This is an optimization exercise on Yosys and OpenROAD, whose aim is small area and a short achievable clock period, not a production implementation.
The RTL was checked by simulation tests, not by an equivalence proof against the original design.
No activity file was given, so power comes from the tool's default toggle rates.

[flow/run.sh]
#!/bin/bash
# synth_recipe.tcl (not shown) runs the flow's synth.tcl, then flattens the netlist and writes it again
# the make line also repeats each setting of config.mk as NAME=value (left out here)
make -C /OpenROAD-flow-scripts/flow DESIGN_CONFIG=/design/flow/config.mk WORK_HOME=/design/flow/orfs CLKGATE_MAP_FILE= SYNTH_SCRIPT=/design/flow/synth_recipe.tcl finish
[flow/config.mk]
export PLATFORM = sky130hd
export DESIGN_NAME = singlecycle
export DESIGN_NICKNAME = singlecycle
export VERILOG_FILES = /design/flow/design.v
export SDC_FILE = /design/flow/constraint.sdc
export NUM_CORES = 4
export LEC_CHECK = 0
export CAP_MARGIN = 20
export CORE_MARGIN = 2
export CORE_UTILIZATION = 35
export SETUP_SLACK_MARGIN = 0.5
export SLEW_MARGIN = 20
export SYNTH_HIERARCHICAL = 1
[flow/constraint.sdc]
create_clock -name core_clock -period 30.0 [get_ports {i_clk}]
set_input_delay 6.0000 -clock core_clock [delete_from_list [all_inputs] [get_ports {i_clk}]]
set_output_delay 6.0000 -clock core_clock [all_outputs]
set_load 0.01 [all_outputs]
[flow/design.v]
module cell_aoi222 (
    input  logic a1, a2, b1, b2, c1, c2,
    output logic y
);
    assign y = ~((a1 & a2) | (b1 & b2) | (c1 & c2));
endmodule
module rf_rdbit (
    input  logic [31:1] d,
    input  logic [31:1] s,
    output logic        y
);
    logic [10:0] t;
    for (genvar g = 0; g < 10; g++) begin : g_aoi
        cell_aoi222 u (.a1(d[3*g+1]), .a2(s[3*g+1]), .b1(d[3*g+2]), .b2(s[3*g+2]),
                       .c1(d[3*g+3]), .c2(s[3*g+3]), .y(t[g]));
    end
    assign t[10] = ~(d[31] & s[31]);
    assign y = ~(&t[3:0]) | ~(&t[7:4]) | ~(&t[10:8]);
endmodule
module singlecycle (
    input  logic        i_clk,
    input  logic        i_reset,
    input  logic [31:0] i_io_sw,
    output logic [31:0] o_io_lcd,
    output logic [31:0] o_io_ledg,
    output logic [31:0] o_io_ledr,
    output logic [6:0]  o_io_hex0,
    output logic [6:0]  o_io_hex1,
    output logic [6:0]  o_io_hex2,
    output logic [6:0]  o_io_hex3,
    output logic [6:0]  o_io_hex4,
    output logic [6:0]  o_io_hex5,
    output logic [6:0]  o_io_hex6,
    output logic [6:0]  o_io_hex7,
    output logic [31:0] o_pc_debug,
    output logic [31:0] o_imem_addr,
    input  logic [31:0] i_imem_data,
    output logic [12:0] o_dmem_addr,
    output logic [31:0] o_dmem_wdata,
    output logic [3:0]  o_dmem_be,
    output logic        o_dmem_we,
    input  logic [31:0] i_dmem_rdata
);
    logic [31:0] ins;
    logic [4:0]  opc;
    logic [2:0]  f3;
    logic        b30;
    assign ins = i_imem_data;
    assign opc = ins[6:2];
    assign f3  = ins[14:12];
    assign b30 = ins[30];
    logic is_op, is_opimm, is_lui, is_auipc, is_jal, is_jalr, is_br, is_load, is_store;
    assign is_op    = (opc == 5'b01100);
    assign is_opimm = (opc == 5'b00100);
    assign is_lui   = (opc == 5'b01101);
    assign is_auipc = (opc == 5'b00101);
    assign is_jal   = (opc == 5'b11011);
    assign is_jalr  = (opc == 5'b11001);
    assign is_br    = (opc == 5'b11000);
    assign is_load  = (opc == 5'b00000);
    assign is_store = (opc == 5'b01000);
    logic [31:0] imm_i, imm_s, imm_b, imm_j, imm_u;
    assign imm_i = {{20{ins[31]}}, ins[31:20]};
    assign imm_s = {{20{ins[31]}}, ins[31:25], ins[11:7]};
    assign imm_b = {{20{ins[31]}}, ins[7], ins[30:25], ins[11:8], 1'b0};
    assign imm_j = {{12{ins[31]}}, ins[19:12], ins[20], ins[30:21], 1'b0};
    assign imm_u = {ins[31:12], 12'b0};
    logic [31:1][31:0] rf;
    logic [31:1]       rf_v;
    logic [31:1]       sel1, sel2, wsel;
    logic [31:0]       rs1, rs2, wb;
    logic              rd_we;
    assign rd_we = ~i_reset & (is_op | is_opimm | is_lui | is_auipc | is_jal | is_jalr | is_load);
    logic [31:0][31:1] rf_t;    
    always_comb begin
        for (int i = 1; i < 32; i++) begin
            sel1[i] = (ins[19:15] == i[4:0]) & rf_v[i];
            sel2[i] = (ins[24:20] == i[4:0]) & rf_v[i];
            wsel[i] = (ins[11:7]  == i[4:0]) & rd_we;
            for (int b = 0; b < 32; b++) rf_t[b][i] = rf[i][b];
        end
    end
    for (genvar b = 0; b < 32; b++) begin : g_rd
        rf_rdbit u_rs1 (.d(rf_t[b]), .s(sel1), .y(rs1[b]));
        rf_rdbit u_rs2 (.d(rf_t[b]), .s(sel2), .y(rs2[b]));
    end
    always_ff @(posedge i_clk) begin
        for (int i = 1; i < 32; i++)
            if (wsel[i]) rf[i] <= wb;
    end
    always_ff @(posedge i_clk) begin
        if (i_reset) rf_v <= '0;
        else         rf_v <= rf_v | wsel;
    end
    logic [31:0] pc, pc4, tgt, pc_next;
    assign pc4 = pc + 32'd4;
    assign tgt = pc + (is_jal ? imm_j : is_auipc ? imm_u : imm_b);
    logic [31:0] maddr;
    assign maddr = rs1 + ((~ins[6] & ins[5]) ? imm_s : imm_i);
    logic [31:0] opb, addsub, sh_in, sh_out, alu;
    logic [32:0] diff;
    logic        sub, ltu, lts, eq, brc;
    assign opb = is_opimm ? imm_i : rs2;
    assign sub = (f3 != 3'b000) | is_br | (is_op & b30);
    assign diff = {1'b0, rs1} + {1'b0, opb ^ {32{sub}}} + {32'd0, sub};
    assign addsub = diff[31:0];
    assign ltu = ~diff[32];
    assign lts = ltu ^ rs1[31] ^ opb[31];
    assign eq  = (rs1 == rs2);
    always_comb begin
        case (f3)
            3'b000:  brc = eq;
            3'b001:  brc = ~eq;
            3'b100:  brc = lts;
            3'b101:  brc = ~lts;
            3'b110:  brc = ltu;
            3'b111:  brc = ~ltu;
            default: brc = 1'b0;
        endcase
    end
    always_comb begin
        for (int i = 0; i < 32; i++)
            sh_in[i] = f3[2] ? rs1[i] : rs1[31-i];
    end
    logic [31:0] sh_wide, sh1, sh2, sh3, sh4;
    logic        fill;
    assign fill = f3[2] & b30 & rs1[31];
    assign sh1 = opb[4] ? {{16{fill}}, sh_in[31:16]} : sh_in;
    assign sh2 = opb[3] ? {{8{fill}},  sh1[31:8]}    : sh1;
    assign sh3 = opb[2] ? {{4{fill}},  sh2[31:4]}    : sh2;
    assign sh4 = opb[1] ? {{2{fill}},  sh3[31:2]}    : sh3;
    assign sh_wide = opb[0] ? {fill, sh4[31:1]}     : sh4;
    always_comb begin
        for (int i = 0; i < 32; i++)
            sh_out[i] = f3[2] ? sh_wide[i] : sh_wide[31-i];
    end
    always_comb begin
        case (f3)
            3'b000:  alu = addsub;
            3'b001:  alu = sh_out;
            3'b010:  alu = {31'd0, lts};
            3'b011:  alu = {31'd0, ltu};
            3'b100:  alu = rs1 ^ opb;
            3'b101:  alu = sh_out;
            3'b110:  alu = rs1 | opb;
            default: alu = rs1 & opb;
        endcase
    end
    logic is_ram, is_ledr, is_ledg, is_hex03, is_hex47, is_lcd, is_sw;
    assign is_ram   = (maddr[31:15] == 17'd0);
    assign is_ledr  = (maddr[31:12] == 20'h10000);
    assign is_ledg  = (maddr[31:12] == 20'h10001);
    assign is_hex03 = (maddr[31:12] == 20'h10002);
    assign is_hex47 = (maddr[31:12] == 20'h10003);
    assign is_lcd   = (maddr[31:12] == 20'h10004);
    assign is_sw    = (maddr[31:12] == 20'h10010);
    logic acc_word, acc_half, misal, st_ok;
    assign acc_word = f3[1];
    assign acc_half = ~f3[1] & f3[0];
    assign misal    = (acc_word & (maddr[1] | maddr[0])) | (acc_half & maddr[0]);
    assign st_ok    = is_store & ~i_reset & ~misal & ~f3[2] & ~(f3[1] & f3[0]);
    logic [3:0]  st_be;
    logic [31:0] st_data;
    always_comb begin
        if (f3[1])      st_be = 4'b1111;
        else if (f3[0]) st_be = maddr[1] ? 4'b1100 : 4'b0011;
        else            st_be = 4'b0001 << maddr[1:0];
        st_data[7:0]   = rs2[7:0];
        st_data[15:8]  = (f3[1:0] == 2'b00) ? rs2[7:0] : rs2[15:8];
        st_data[23:16] = f3[1] ? rs2[23:16] : rs2[7:0];
        st_data[31:24] = f3[1] ? rs2[31:24] : f3[0] ? rs2[15:8] : rs2[7:0];
    end
    assign o_dmem_addr  = maddr[14:2];
    assign o_dmem_wdata = st_data;
    assign o_dmem_be    = st_be;
    assign o_dmem_we    = st_ok & is_ram;
    logic [31:0] ledr, ledg, lcd;
    logic [6:0]  hex [0:7];
    logic [31:0] io_d;
    logic [3:0]  hex_en_lo, hex_en_hi;
    logic        ledr_en, ledg_en, lcd_en;
    assign io_d = i_reset ? 32'd0 : st_data;
    assign ledr_en = i_reset | (st_ok & is_ledr);
    assign ledg_en = i_reset | (st_ok & is_ledg);
    assign lcd_en  = i_reset | (st_ok & is_lcd);
    for (genvar k = 0; k < 4; k++) begin : g_hex_en
        assign hex_en_lo[k] = i_reset | (st_ok & is_hex03 & st_be[k]);
        assign hex_en_hi[k] = i_reset | (st_ok & is_hex47 & st_be[k]);
    end
    logic [31:0] rs2_z;
    assign rs2_z = i_reset ? 32'd0 : rs2;
    always_ff @(posedge i_clk) begin
        if (ledr_en) ledr <= rs2_z;
        if (ledg_en) ledg <= rs2_z;
        if (lcd_en)  lcd  <= rs2_z;
        for (int k = 0; k < 4; k++) begin
            if (hex_en_lo[k]) hex[k]   <= io_d[8*k +: 7];
            if (hex_en_hi[k]) hex[k+4] <= io_d[8*k +: 7];
        end
    end
    assign o_io_ledr = ledr;
    assign o_io_ledg = ledg;
    assign o_io_lcd  = lcd;
    assign o_io_hex0 = hex[0];
    assign o_io_hex1 = hex[1];
    assign o_io_hex2 = hex[2];
    assign o_io_hex3 = hex[3];
    assign o_io_hex4 = hex[4];
    assign o_io_hex5 = hex[5];
    assign o_io_hex6 = hex[6];
    assign o_io_hex7 = hex[7];
    logic [31:0] ld, ram_ld;
    logic [7:0]  lb;
    logic [15:0] lh;
    always_comb begin
        case (maddr[1:0])
            2'b00:   lb = i_dmem_rdata[7:0];
            2'b01:   lb = i_dmem_rdata[15:8];
            2'b10:   lb = i_dmem_rdata[23:16];
            default: lb = i_dmem_rdata[31:24];
        endcase
        lh = maddr[1] ? i_dmem_rdata[31:16] : i_dmem_rdata[15:0];
        if (acc_word)      ram_ld = i_dmem_rdata;
        else if (acc_half) ram_ld = {{16{~f3[2] & lh[15]}}, lh};
        else               ram_ld = {{24{~f3[2] & lb[7]}}, lb};
        ld = '0;
        if (!misal) begin
            if (is_ram)   ld = ram_ld;
            if (is_ledr)  ld = ledr;
            if (is_ledg)  ld = ledg;
            if (is_hex03) ld = {1'b0, hex[3], 1'b0, hex[2], 1'b0, hex[1], 1'b0, hex[0]};
            if (is_hex47) ld = {1'b0, hex[7], 1'b0, hex[6], 1'b0, hex[5], 1'b0, hex[4]};
            if (is_lcd)   ld = lcd;
            if (is_sw)    ld = i_io_sw;
        end
    end
    always_comb begin
        if (is_load)                wb = ld;
        else if (is_jal | is_jalr)  wb = pc4;
        else if (is_lui)            wb = imm_u;
        else if (is_auipc)          wb = tgt;
        else                        wb = alu;
    end
    always_comb begin
        if (is_jalr)                          pc_next = maddr;
        else if (is_jal | (is_br & brc))      pc_next = tgt;
        else                                  pc_next = pc4;
    end
    always_ff @(posedge i_clk) begin
        if (i_reset) pc <= '0;
        else         pc <= pc_next;
        o_pc_debug <= pc;
    end
    assign o_imem_addr = pc;
endmodule
==> results.txt <==
==> final timing paths <==
check / startpoint / end / slack [ns]
worst max-delay path: i_imem_data[18] / o_dmem_we / 9.66
worst min-delay path: pc[7] / o_pc_debug[7] / 0.43
worst max register to register: rf_v[28] / rf[912] / 21.17
worst min register to register: pc[7] / o_pc_debug[7] / 0.43
==> sequential cells by signal, summed over array words and instances, names as in the netlist <==
signal,cells
rf,992
hex,56
lcd,32
ledg,32
ledr,32
o_pc_debug,32
pc,32
rf_v,31
==> synthesized netlist by cell type, types with 87 or more instances <==
master    instances
inv_1           115
ha_1            157
dfxtp_1          95
clkbuf_1        136
a222oi_1        641
and3_1           91
edfxtp_1       1144
o21ai_0         185
nor2_1          299
nand4_1         162
nand2_1         347
xnor2_1          87
a21oi_1         246
==> per-layer routing <==
metal	up-vias	global-route usage (%)	share of wire, %	wire length [um]
li1	22790	-	-	-
met1	27910	40.57	35	109000
met2	4818	47.15	43	131600
met3	978	9.969	14	43210
met4	12	22.55	8.2	25210
met5	-	0	0.027	85
==> Yosys stat by module, one instance, submodules excluded <==
module,flops+latches,cells,copies in the design,cell area [um^2]
cell_aoi222,0,1,640,10.01
rf_rdbit,0,4,64,27.53
singlecycle,1239,4167,1,55290
==> per-stage QoR <==
step | instance area (um^2) | utilization [%] | worst slack [ns] | power [W] | hold WS (ns)
floorplan | 63460 | - | 13.15 | 0.002140 | 0.4004
global placement | 71350 | 39.52 | 10.03 | 0.002316 | 0.4256
detailed placement | 71350 | 39.52 | 9.984 | 0.002320 | 0.4217
CTS | 75530 | 41.84 | 9.977 | 0.003889 | 0.4335
global route | 75580 | 41.86 | 9.664 | 0.003982 | 0.4524
finish | 75600 | 41.87 | 9.660 | 0.003895 | 0.4309
==> power by group through the flow <==
stage / Sequential (W) / Combinational, W / Clock (W)
after CTS: 0.00194 / 0.000345 / 0.00160
after global placement: 0.00198 / 0.000340 / 0
final: 0.00194 / 0.000358 / 0.00160
after detailed placement: 0.00198 / 0.000344 / 0
after global routing: 0.00194 / 0.000369 / 0.00167
after floorplan: 0.00198 / 0.000162 / 0
==> kinds of logic (layout without fill, tap and decap cells) <==
| family | Yosys count | count (layout) | share of synthesized area [%] |
|---|---|---|---|
| AOI/OAI and AO/OA | 1742 | 1742 | 22.41 |
| xor gates and xnor gates | 162 | 162 | 2.271 |
| adders and majority gates | 160 | 160 | 3.190 |
| buffers and inverters | 340 | 973 | 2.291 |
| DFF | 1239 | 1239 | 57.13 |
| muxes | 122 | 122 | 2.498 |
| other | 0 | 23 | 0 |
| and+or+nand+nor | 1298 | 1298 | 10.21 |
==> layout make-up <==
type                            count  area [um^2]
Timing Repair Buffer              610         5468
Clock inverter                     80        715.7
Fill cell                       16940       105000
Tap cell                         2370         2965
Clock buffer                      161         3465
Antenna cell                       23        57.56
Multi-Input combinational cell   3484        26210
Sequential cell                  1239        36250
Inverter                          122        460.4
==> results.txt <==
Tcrit/Tclk final=between 60 and 70%; P_leak=27.24 nW; CP Launch Type=primary input; Post-Route WL=309200 um; most common cell after layout, fill and taps aside=edfxtp_1; Primary FF master, synth=edfxtp_1; Critical path buffers and inverters=5; final cell count without fillers=8089; antenna violations before repair=38; Die Area=0.1847 mm^2; worst rel slew slack=20.40%; Worst EP arrival=14.34 ns; post-synthesis average cell area=roughly 13 um^2; Worst Skew=0.05008 ns; setup TNS=0 ns; RSZ-0062 raised after global routing=no; Mapped Area=0.06346 mm^2; All-Layer GR Usage=32.24%; minimum clock period=20.34 ns; die width=429.8 um; sequential share of power=49.8%; syn_nets=5321; critical setup path kind=primary input to output port; cell taking the most area after synthesis=edfxtp_1; CP cell instances=clkdlybuf4s50_1 -> nor2b_1 -> and2_1 -> and3_1 -> buf_4 -> a222oi_1 -> nand4_1 -> a2111o_1 -> buf_4 -> ha_1 -> fa_1 -> a211oi_1 -> o21ai_1 -> a21oi_2 -> o41ai_1 -> xor2_1 -> or3_1 -> nor4_4 -> buf_4 -> nand2_2 -> nor3_1 -> clkdlybuf4s50_1; synth top area cells=edfxtp_1 54%, a222oi_1 10%, ha_1 3.1%; Hold Vio Cnt, Final=0; Post-CTS Setup Bufs=0; CP max stage cell=clkdlybuf4s50_1; wire per inst=around 38 um; Internal Power=0.002897 W; IO Count=about 360; slowest stage delay, CP=0.97 ns; clock latency at the later pin of the worst-skew pair=0.82 ns; clock power share=41.0%; Final setup violation count=0; largest net degree at the start of global routing=between 60 and 70; area grow syn2layout=19.13%; stages on the worst setup path=22; worst path required time=24.00 ns; Synth Instances=5063; first-pass GRT wire length=roughly 420000 um; port bufs=361; R2R depth=25; FP Rows=156; Die Ht=429.8 um; Initial DRT Pass Iterations=13; DR iter-0 viols=12820; crit end category=output port; WHS Path Cells=0; Yosys cell types=118; HPWL after DPL=between 200000 and 250000 um; via count=~57000; Final nets=a little under 6000; clock root cell=clkbuf_16; Detail Route Antenna Nets=0; post-cts sizing count=0; sequential area share after synthesis=57.13%; total congestion overflow=0; Worst-path clk slew=~0.060 ns; Fmax achieved=49.17 MHz; commonest cells after routing, fill and taps aside=1144 x edfxtp_1, 641 x a222oi_1, 357 x clkdlybuf4s50_1, 346 x nand2_1, 274 x nor2_1; Hold Path Class=flip-flop to flip-flop; number of synthesized flops with an enable pin=between 1000 and 1500; CTS hold repair buffers=0; Logic pwr share=9.2%; Switching Share=25.61%; flops & latches, synth=1239; ys async rst share=0%; # DRC=0; Sw Pwr=between 0.0009 and 0.001 W; Crit path top cell by count=buf_4; Max Root-Sink Buffers=3; share of cells above drive strength 1=between 10% and 20%; share of the synthesized area in the top cell type=54.13%; Initial Util=35.15%; via/cell ratio=6.985; outcome=complete, no violations; CP Max Fanout=32; Pins Over Slew Limit=0; CTS tree=built; Max Cap Viol=0; H-tree levels=4; Worst-Margin Slew=1.171 ns; GPL Wtd Cong=1.032; TritonCTS Buffers=133; synth warn=8; area of the core=0.1805 mm^2; peak supply drop=about 0.040 mV; clock sink total=1239; power density cells=51.52 mW/mm^2; Placed Instances=7825; crit-path leading delay family=simple AND/OR/NAND/NOR gates; vias in the first global route=53100

port drivers added, routing unchanged:
The results above use ideal ports. As a check the final layout listed here was re-extracted and re-timed, cells and wires unchanged. Step 1 (the two cells are an assumption about what drives the block):
set clk [get_ports {i_clk}]
set_driving_cell -lib_cell sky130_fd_sc_hd__clkbuf_16 $clk
set_driving_cell -lib_cell sky130_fd_sc_hd__buf_2 [delete_from_list [all_inputs] $clk]
Step 2 also shifts input and output timing later by t, the mid clock arrival at the registers, as if the neighbouring blocks saw the same clock. Three values: no drivers, after step 1, after step 2; two values: the first two.
t, ns: 0.877
setup slack, ns: 9.660 / 9.626 / 9.626
worst setup path after step 2: input to output
clock arrival spread, ns: 0.050 / 0.050
worst slew at a driven data input, ns: 0.21
After both steps setup and hold are still met in this run. For this run, drivers alone change the setup slack by -0.034 ns; drivers and shift together by -0.034 ns.
